From an optimization exercise on the open Yosys and OpenROAD flow, aimed at small area and a short achievable clock period; shortcuts taken in it are not production practice.
No run shown here included a check of the RTL's function; only the layout flow was run.

==> flow/design.v (outline; a module is shown in full before it is edited, if it fits) <==
// module firQ: 1900 lines
module firQ (input clk,
             input signed [31:0] entrada,
             input enable,
             output reg signed [31:0] saida);
  // ...
==> flow/run.sh <==
#!/bin/bash
# synth_recipe.tcl (not shown) runs the flow's synth.tcl, then flattens the netlist and writes it again
# the make line also repeats each setting of config.mk as NAME=value (left out here)
make -C /OpenROAD-flow-scripts/flow DESIGN_CONFIG=/design/flow/config.mk WORK_HOME=/design/flow/orfs CLKGATE_MAP_FILE= SYNTH_SCRIPT=/design/flow/synth_recipe.tcl finish
==> flow/config.mk <==
export PLATFORM = sky130hd
export DESIGN_NAME = firQ
export DESIGN_NICKNAME = firQ
export VERILOG_FILES = /design/flow/design.v
export SDC_FILE = /design/flow/constraint.sdc
export NUM_CORES = 4
export LEC_CHECK = 0
export CAP_MARGIN = 20
export CORE_MARGIN = 2
export CORE_UTILIZATION = 40
export SLEW_MARGIN = 20
==> flow/constraint.sdc <==
create_clock -name core_clock -period 18.0 [get_ports {clk}]
set_input_delay 3.6000 -clock core_clock [delete_from_list [all_inputs] [get_ports {clk}]]
set_output_delay 3.6000 -clock core_clock [all_outputs]
set_load 0.01 [all_outputs]
==> notes.md, run 1 <==
cells after synthesis=3249; met1 usage=31.4%; critical path required time=18520 ps; status=timing/DRC/antenna clean; wire per inst=19.4 um; initial antenna violation count=0; gp weighted congestion=0.956; buffering overhead=1.93%; layout filler cell count=7583; ClkCell Share=3.97%; EDFF count, synth=0; # DRC=0; RSZ-0062 raised after global routing=no; routed wire length=84800 um; die area=82700 um^2; sequential cells=389; CP Cell Sequence=inv_1, fa_1, inv_1, fa_1, fa_1, fa_1, inv_1, fa_1, fa_1, ha_1, o2111ai_1, o31a_1, o22ai_2, a31o_1, a221o_1, a21oi_1, o41ai_2, mux2i_1; CP Launch Type=flip-flop; Placed Cells=4298; CTS tree=done; met3 usage=4.42%; CP Capture Type=flip-flop
==> run 2, diff against run 1 <==
--- a/flow/config.mk
+++ b/flow/config.mk
@@ -5,7 +5,7 @@
 export SDC_FILE = /design/flow/constraint.sdc
 export NUM_CORES = 4
 export LEC_CHECK = 0
-export CAP_MARGIN = 20
+export CAP_MARGIN = 70
 export CORE_MARGIN = 2
 export CORE_UTILIZATION = 40
-export SLEW_MARGIN = 20
+export SLEW_MARGIN = 70
==> run 2 against run 1 <==
  * Still clean on timing, DRC and antenna
  * Hold slack worse by 0.72 ps
  * Sequential share of layout area is 0.076 points lower
  * Area after synthesis stayed put
  * Fmax is 2.9% higher
  * Global-route usage hardly changed
  * Core utilization is 0.28 points higher
  * Register-to-register slack better by 190 ps
==> notes.md, run 2 <==
gp weighted congestion=0.956 (unchanged); CTS tree=done (unchanged); Core Region=79300 um^2 (unchanged); Initial Utilization=40.6% (unchanged); post-synth top area cell=fa_1 (unchanged); port bufs=65 (unchanged); biggest regs=wsum x35, csum x33, dsum x33 (unchanged); setup violators final=0 (unchanged); Hold Path Depth=1 (unchanged); die area=82700 um^2 (unchanged); FF+latch count, synth=389 (unchanged); top cells by area, synth=fa_1 35%, dfxtp_1 24%, inv_1 9.7% (unchanged); Hold Path Sink=s6[6] (was s6[27]); remaining antenna violation count after routing=0 (unchanged); clock skew=14.7 ps (was 28.9 ps); Unique masters post-synth=67 (unchanged); slowest stage delay, CP=600 ps (was 690 ps); first-pass GRT wire length=132000 um (about the same); Post-DP Area=34100 um^2 (was 33900 um^2); wire per inst=19.4 um (about the same); register area share after synthesis=24.2% (unchanged); Worst R2R Start=s0[15] (was s0[4]); number of cell rows=103 (unchanged); nets@finish=4105 (was 4099); fin. max-slew vios=0 (unchanged); Root Driver=clkbuf_16 (unchanged); I/O pin cnt=66 (unchanged); uppermost layer routed=met4 (unchanged); largest net degree at the start of global routing=74 (was 138); synth-to-layout area growth=10.5% (was 9.78%); Max-Cap Viols=0 (unchanged); # DRC=0 (unchanged); DP Worst Slack=11400 ps (was 11160 ps); area share of the largest cell type after synthesis=35.2% (unchanged); min-delay src=s5[6] (was s5[27]); dominant synthesized flop cell=dfxtp_1 (unchanged); die height=288 um (unchanged); Setup Fix Bufs, Post-CTS=0 (unchanged); max_slew headroom=64.4% (was 44.9%); routed wire length=85100 um (was 84800 um); drt initial violations=1559 (was 1514); R2R depth=19 (was 18); Die W=288 um (unchanged); most flop-heavy register=wsum (unchanged); cts hold-fix bufs=0 (unchanged); Slew @ Worst Pin=530 ps (was 816 ps); Post-CTS Resized=0 (unchanged); layout filler cell count=7568 (was 7583); met1 WL=41200 um (was 41100 um); Max FO, Critical Path=11 (unchanged); Placed Cells=4305 (was 4298); Critical Path AT=7090 ps (was 7340 ps); vias per cell=4.82 (was 4.77); count leader, synth=inv_1 (unchanged); vias in the first global route=22493 (was 22542); Hold WC Path Type=reg2reg (unchanged); number of CTS-inserted buffers=43 (was 44); Post-synth top cells=828 x inv_1, 565 x fa_1, 389 x dfxtp_1, 211 x nor2_1, 209 x and2_1 (unchanged); clock sink count=389 (unchanged); most common cell after layout, fill and taps aside=inv_1 (unchanged); Worst-path clk slew=60 ps (about the same); Critical Path Slowest Stage Cell=dfxtp_1 (unchanged); initial antenna violation count=1 (was 0); syn avg cell area=9.90 um^2 (unchanged); gr ovfl total=0 (unchanged); final hold violation count=0 (unchanged); Final min period=6630 ps (was 6820 ps); Non-Filler Cell Area, Final=35500 um^2 (was 35300 um^2); CP Capture Type=flip-flop (unchanged); reg2reg end=saida[21] (was saida[28]); cells after synthesis=3249 (unchanged); GRT Total Usage=21.1% (about the same); syn nets=4054 (unchanged); Final Cycle Share=36.8% (was 37.9%); critical path required time=18460 ps (was 18520 ps); Crit Path Class=reg2reg (unchanged); max reg flops=35 (unchanged); most frequent cells in the layout=821 x inv_1, 565 x fa_1, 371 x dfxtp_1 (was 828 x inv_1, 565 x fa_1, 389 x dfxtp_1); Clock Latency Late Sink=590 ps (was 600 ps); WL met2=35900 um (was 35400 um); routed via count=21105 (was 20913); maximum clock path buffer count=3 (unchanged); H-tree levels=2 (unchanged); fin util=44.8% (was 44.5%); status=timing/DRC/antenna clean (unchanged); Crit path top cell by count=fa_1 (unchanged); Mapped Area=32200 um^2 (unchanged); fmax=151 MHz (was 147 MHz); area of the multi-input gates=21100 um^2 (was 21000 um^2); CP Cell Sequence=inv_1, fa_1, fa_1, inv_1, fa_1, fa_1, inv_1, fa_1, fa_1, ha_1, a21o_1, a21o_1, a21oi_1, o21ai_0, a31o_1, a221o_2, a311o_1, xnor2_1, nor2_1 (was inv_1, fa_1, inv_1, fa_1, fa_1, fa_1, inv_1, fa_1, fa_1, ha_1, o2111ai_1, o31a_1, o22ai_2, a31o_1, a221o_1, a21oi_1, o41ai_2, mux2i_1); Final Non-Filler Cells=4380 (unchanged); total negative slack=0 ps (unchanged); 1st-pass router iterations=5 (unchanged); r2r setup slk=11370 ps (was 11180 ps); met3 wire length=6330 um (was 6420 um); layout cells sized above 1=3.84% (was 2.73%); ys async rst share=0% (unchanged); CP Launch Type=flip-flop (unchanged); synth warn=1 (unchanged); register area=7810 um^2 (was 7790 um^2); Post-DP HPWL=71800 um (was 71500 um); PnR worst setup slack=11370 ps (was 11180 ps); EDFF count, synth=0 (unchanged); RSZ-0062 raised after global routing=no (unchanged)
## run 2: layout make-up
| type | count | area share, % |
|---|---|---|
| clock inverter | 15 | 0.557 |
| timing repair buffer | 76 | 2.23 |
| multi-input combinational | 1961 | 59.3 |
| tap | 1050 | 3.70 |
| antenna | 1 | 0.00704 |
| sequential | 389 | 22.0 |
| clock buffer | 59 | 3.45 |
| inverter | 829 | 8.80 |
## run 2: logic make-up (layout without fill, tap and decap cells)
family,count (synthesis),after routing,share of synthesized area [%]
AND/OR/NAND/NOR,665,665,10.5
AO/OA/AOI/OAI,417,417,8.55
XOR/XNOR,101,101,2.75
multiplexers,7,7,0.218
buffers and inverters,899,979,10.5
adder cells (fa/ha/maj),771,771,43.2
other,0,1,0
flip-flops,389,389,24.2
## run 2: worst max-delay path, delay by kind of cell, from the launching register on
family                   cells  cell delay, ps
XOR/XNOR                     1             190
flip-flops                   1             600
AND/OR/NAND/NOR              1              50
buffers and inverters        3             460
adder cells (fa/ha/maj)      7            3460
AO/OA/AOI/OAI                7            1730
## run 2: per-stage QoR
step                      hold WS, ps
after floorplan                   412
after global placement            414
after detailed placement          418
after CTS                         433
after global routing              446
final                             431
## run 2: layer usage
metal | track usage, % | vias up
li1 | - | 9967
met3 | 4.46 | 103
met2 | 31.4 | 650
met5 | 0 | -
met1 | 31.3 | 10385
met4 | 4.58 | 0
## run 2: how the worst max path moves through the flow
| stage | startpoint | end | slack, ps | cells past startpoint |
|---|---|---|---|---|
| floorplan | s0[22] | saida[21] | 12160 | 21 |
| global route | s0[15] | saida[21] | 11110 | 19 |
| CTS | s0[15] | saida[21] | 11390 | 19 |
| finish | s0[15] | saida[21] | 11370 | 19 |
| global placement | s0[4] | saida[28] | 11250 | 18 |
| detailed placement | s0[15] | saida[21] | 11400 | 19 |
==> run 3, diff against run 2 <==
==> flow/flow/run.sh (new file) <==
#!/bin/bash
# Standard ORFS layout, with repair_timing asked to leave a setup margin so that the
# layout's timing is actually optimised (the design's 18 ns clock leaves every path
# with positive slack, so the standard flow never repairs timing).
set -euo pipefail
MARGIN=$(cat flow/margin.txt)
bash standard.sh SETUP_SLACK_MARGIN=$MARGIN finish > flow_make.log 2>&1
==> flow/flow/margin.txt (new file) <==
13
==> flow/standard.sh (new file) <==
#!/bin/bash
# synth_recipe.tcl (not shown) runs the flow's synth.tcl, then flattens the netlist and writes it again
# the make line also repeats each setting of config.mk as NAME=value (left out here)
make -C /OpenROAD-flow-scripts/flow DESIGN_CONFIG=/design/flow/config.mk WORK_HOME=/design/flow/orfs CLKGATE_MAP_FILE= SYNTH_SCRIPT=/design/flow/synth_recipe.tcl "${@:-finish}"
--- a/flow/config.mk
+++ b/flow/config.mk
@@ -5,7 +5,7 @@
 export SDC_FILE = /design/flow/constraint.sdc
 export NUM_CORES = 4
 export LEC_CHECK = 0
-export CAP_MARGIN = 70
+export CAP_MARGIN = 20
 export CORE_MARGIN = 2
 export CORE_UTILIZATION = 40
-export SLEW_MARGIN = 70
+export SLEW_MARGIN = 20
removed: flow/run.sh
==> run 3 against run 2 <==
  * Still clean on timing, DRC and antenna
  * Clock skew rose by 6.7 ps
  * Area after synthesis unchanged
  * Largest cell class unchanged
  * Fmax rose by 15%
  * Setup slack better by 860 ps
  * Synthesized cell count did not move
  * Via count grew 1.6%
  * Non-clock buffer count grew 95
  * Sequential cell count stayed put
  * Die area did not move
  * Global-route usage increased by 0.46 points
==> notes.md, run 3 <==
most frequent cells in the layout=758 x inv_1, 501 x fa_1, 311 x dfxtp_1 (was 821 x inv_1, 565 x fa_1, 371 x dfxtp_1); drt initial violations=1405 (was 1559); gr ovfl total=0 (unchanged); Core Region=79300 um^2 (unchanged); Final Cycle Share=32.0% (was 36.8%); number of cell rows=103 (unchanged); routed wire length=87100 um (was 85100 um); H-tree levels=2 (unchanged); CP Capture Type=flip-flop (unchanged); Critical Path Slowest Stage Cell=fa_1 (was dfxtp_1); vias per cell=4.79 (was 4.82); biggest regs=wsum x35, csum x33, dsum x33 (unchanged); synth warn=1 (unchanged); initial antenna violation count=1 (unchanged); Clock Latency Late Sink=590 ps (about the same); Post-DP Area=34300 um^2 (was 34100 um^2); die height=288 um (unchanged); Max-Cap Viols=0 (unchanged); Worst-path clk slew=70 ps (was 60 ps); EDFF count, synth=0 (unchanged); final hold violation count=0 (unchanged); layout cells sized above 1=14.1% (was 3.84%); dominant synthesized flop cell=dfxtp_1 (unchanged); clock sink count=389 (unchanged); Critical Path AT=6210 ps (was 7090 ps); wire per inst=19.5 um (was 19.4 um); max reg flops=35 (unchanged); setup violators final=0 (unchanged); gp weighted congestion=0.922 (was 0.956); 1st-pass router iterations=5 (unchanged); RSZ-0062 raised after global routing=yes (was no); GRT Total Usage=21.5% (was 21.1%); Hold WC Path Type=reg2reg (unchanged); Mapped Area=32200 um^2 (unchanged); number of CTS-inserted buffers=43 (unchanged); # diodes=0 (was 1); syn nets=4054 (unchanged); Die W=288 um (unchanged); Hold WS=424 ps (was 431 ps); fin. max-slew vios=0 (unchanged); Post-synth top cells=828 x inv_1, 565 x fa_1, 389 x dfxtp_1, 211 x nor2_1, 209 x and2_1 (unchanged); port bufs=65 (unchanged); ys async rst share=0% (unchanged); CP Launch Type=flip-flop (unchanged); register area share after synthesis=24.2% (unchanged); syn avg cell area=9.90 um^2 (unchanged); I/O pin cnt=66 (unchanged); vias in the first global route=22665 (was 22493); critical path required time=18450 ps (was 18460 ps); cells after synthesis=3249 (unchanged); synth-to-layout area growth=16.6% (was 10.5%); Crit Path Class=reg2reg (unchanged); CTS tree=done (unchanged); Root Driver=clkbuf_16 (unchanged); total negative slack=0 ps (unchanged); nets@finish=4201 (was 4105); largest net degree at the start of global routing=90 (was 74); top cells by area, synth=fa_1 35%, dfxtp_1 24%, inv_1 9.7% (unchanged); CP Buf/Inv Count=5 (was 3); remaining antenna violation count after routing=0 (unchanged); FF+latch count, synth=389 (unchanged); Slew @ Worst Pin=887 ps (was 530 ps); die area=82700 um^2 (unchanged); first-pass GRT wire length=133000 um (was 132000 um); Post-DP HPWL=71300 um (was 71800 um); area share of the largest cell type after synthesis=35.2% (unchanged); post-synth top area cell=fa_1 (unchanged); status=timing/DRC/antenna clean (unchanged); Initial Utilization=40.6% (unchanged); cts hold-fix bufs=0 (unchanged); Final min period=5770 ps (was 6630 ps); maximum clock path buffer count=3 (unchanged); CP Cell Sequence=buf_4, buf_12, fa_1, fa_1, inv_1, fa_1, inv_1, fa_1, fa_1, fa_1, ha_4, a21oi_2, o21ai_2, a21oi_1, o21ai_1, a31o_4, a221o_2, buf_4, a21oi_2, xor2_1, nor2_1 (was inv_1, fa_1, fa_1, inv_1, fa_1, fa_1, inv_1, fa_1, fa_1, ha_1, a21o_1, a21o_1, a21oi_1, o21ai_0, a31o_1, a221o_2, a311o_1, xnor2_1, nor2_1); clock skew=21.4 ps (was 14.7 ps); most common cell after layout, fill and taps aside=inv_1 (unchanged); most flop-heavy register=wsum (unchanged); Non-Filler Cell Area, Final=37500 um^2 (was 35500 um^2); routed via count=21437 (was 21105); slowest stage delay, CP=530 ps (was 600 ps); Unique masters post-synth=67 (unchanged); count leader, synth=inv_1 (unchanged); max_slew headroom=40.1% (was 64.4%); Max FO, Critical Path=5 (was 11); Crit path top cell by count=fa_1 (unchanged); # DRC=0 (unchanged); CP delay by family, top=adder cells (unchanged); fmax=173 MHz (was 151 MHz)
run 3: cell counts after synthesis:
Identical to the previous run, type by type.
run 3: layer usage:
layer / GRT usage [%] / share of wire [%] / vias to the layer above / routed length (um)
met1: 31.6 / 48 / 10507 / 41700
met5: 0 / 0 / - / 0
met4: 5.20 / 2.4 / 0 / 2080
met2: 32.0 / 42 / 635 / 36700
met3: 5.01 / 7.6 / 104 / 6590
li1: - / - / 10191 / -
run 3: cells by family after synthesis:
family	after synthesis	synth area share, %
AOI/OAI and AO/OA	417	8.55
xor gates and xnor gates	101	2.75
adders and majority gates	771	43.2
buffers and inverters	899	10.5
DFF	389	24.2
muxes	7	0.218
and+or+nand+nor	665	10.5
run 3: what timing repair did:
action / 4_1_cts / 5_1_grt
setup buffers: 86 / 16
pin swaps: 76 / 17
gates resized for setup: 211 / 58
setup endpoints to repair: 137 / 83
gates cloned: 1 / 0
run 3: area by class of cell:
| type | instances | area [um^2] |
|---|---|---|
| Multi-Input combinational cell | 1962 | 21900 |
| Fill cell | 7366 | 41800 |
| Tap cell | 1050 | 1310 |
| Clock inverter | 18 | 273 |
| Clock buffer | 60 | 1250 |
| Sequential cell | 389 | 8010 |
| Timing Repair Buffer | 171 | 1560 |
| Inverter | 829 | 3210 |
run 3: path summary, 6_finish.rpt:
| check | startpoint | endpoint | slack (ps) | depth (start not counted) |
|---|---|---|---|---|
| hold / removal | s5[19] | s6[19] | 420 | 1 |
| setup reg to reg | s0[4] | saida[15] | 12230 | 21 |
| hold reg to reg | s5[19] | s6[19] | 420 | 1 |
| setup / recovery | s0[4] | saida[15] | 12230 | 21 |
run 3: metrics by stage:
| step | instances | util [%] | setup slack [ps] |
|---|---|---|---|
| finish | 4479 | 47.3 | 12230 |
| global route | 4479 | 47.3 | 12090 |
| CTS | 4463 | 46.9 | 12300 |
| detailed placement | 4298 | 43.3 | 11670 |
| global placement | 4298 | 43.3 | 11710 |
| floorplan | 3249 | - | 12490 |

[port drivers added, routing unchanged]
No port has a modelled driver above. Below, the same layouts with a new extraction and two added sets of constraints.
Step 1 assumes that a clkbuf_16 drives the clock port and a buf_2 every other input.
Step 2 moves the port delays by t, midway between the first and last clock arrival at a register: inputs arrive t later, outputs are due t later. That takes back most of the time a late clock gives input paths.
Three values: no drivers, after step 1, after step 2; two values: the first two.
| run | t, ns | setup WS [ns] | worst setup path after step 2 | clock arrival spread, ns |
|---|---|---|---|---|
| run 1 | 0.648 | 11.183 / 11.183 / 11.183 | register to register | 0.033 / 0.034 |
| run 2 | 0.646 | 11.372 / 11.372 / 11.372 | register to register | 0.019 / 0.020 |
| run 3 | 0.637 | 12.235 / 12.235 / 12.235 | register to register | 0.021 / 0.021 |
After both steps every run listed still meets setup and hold.
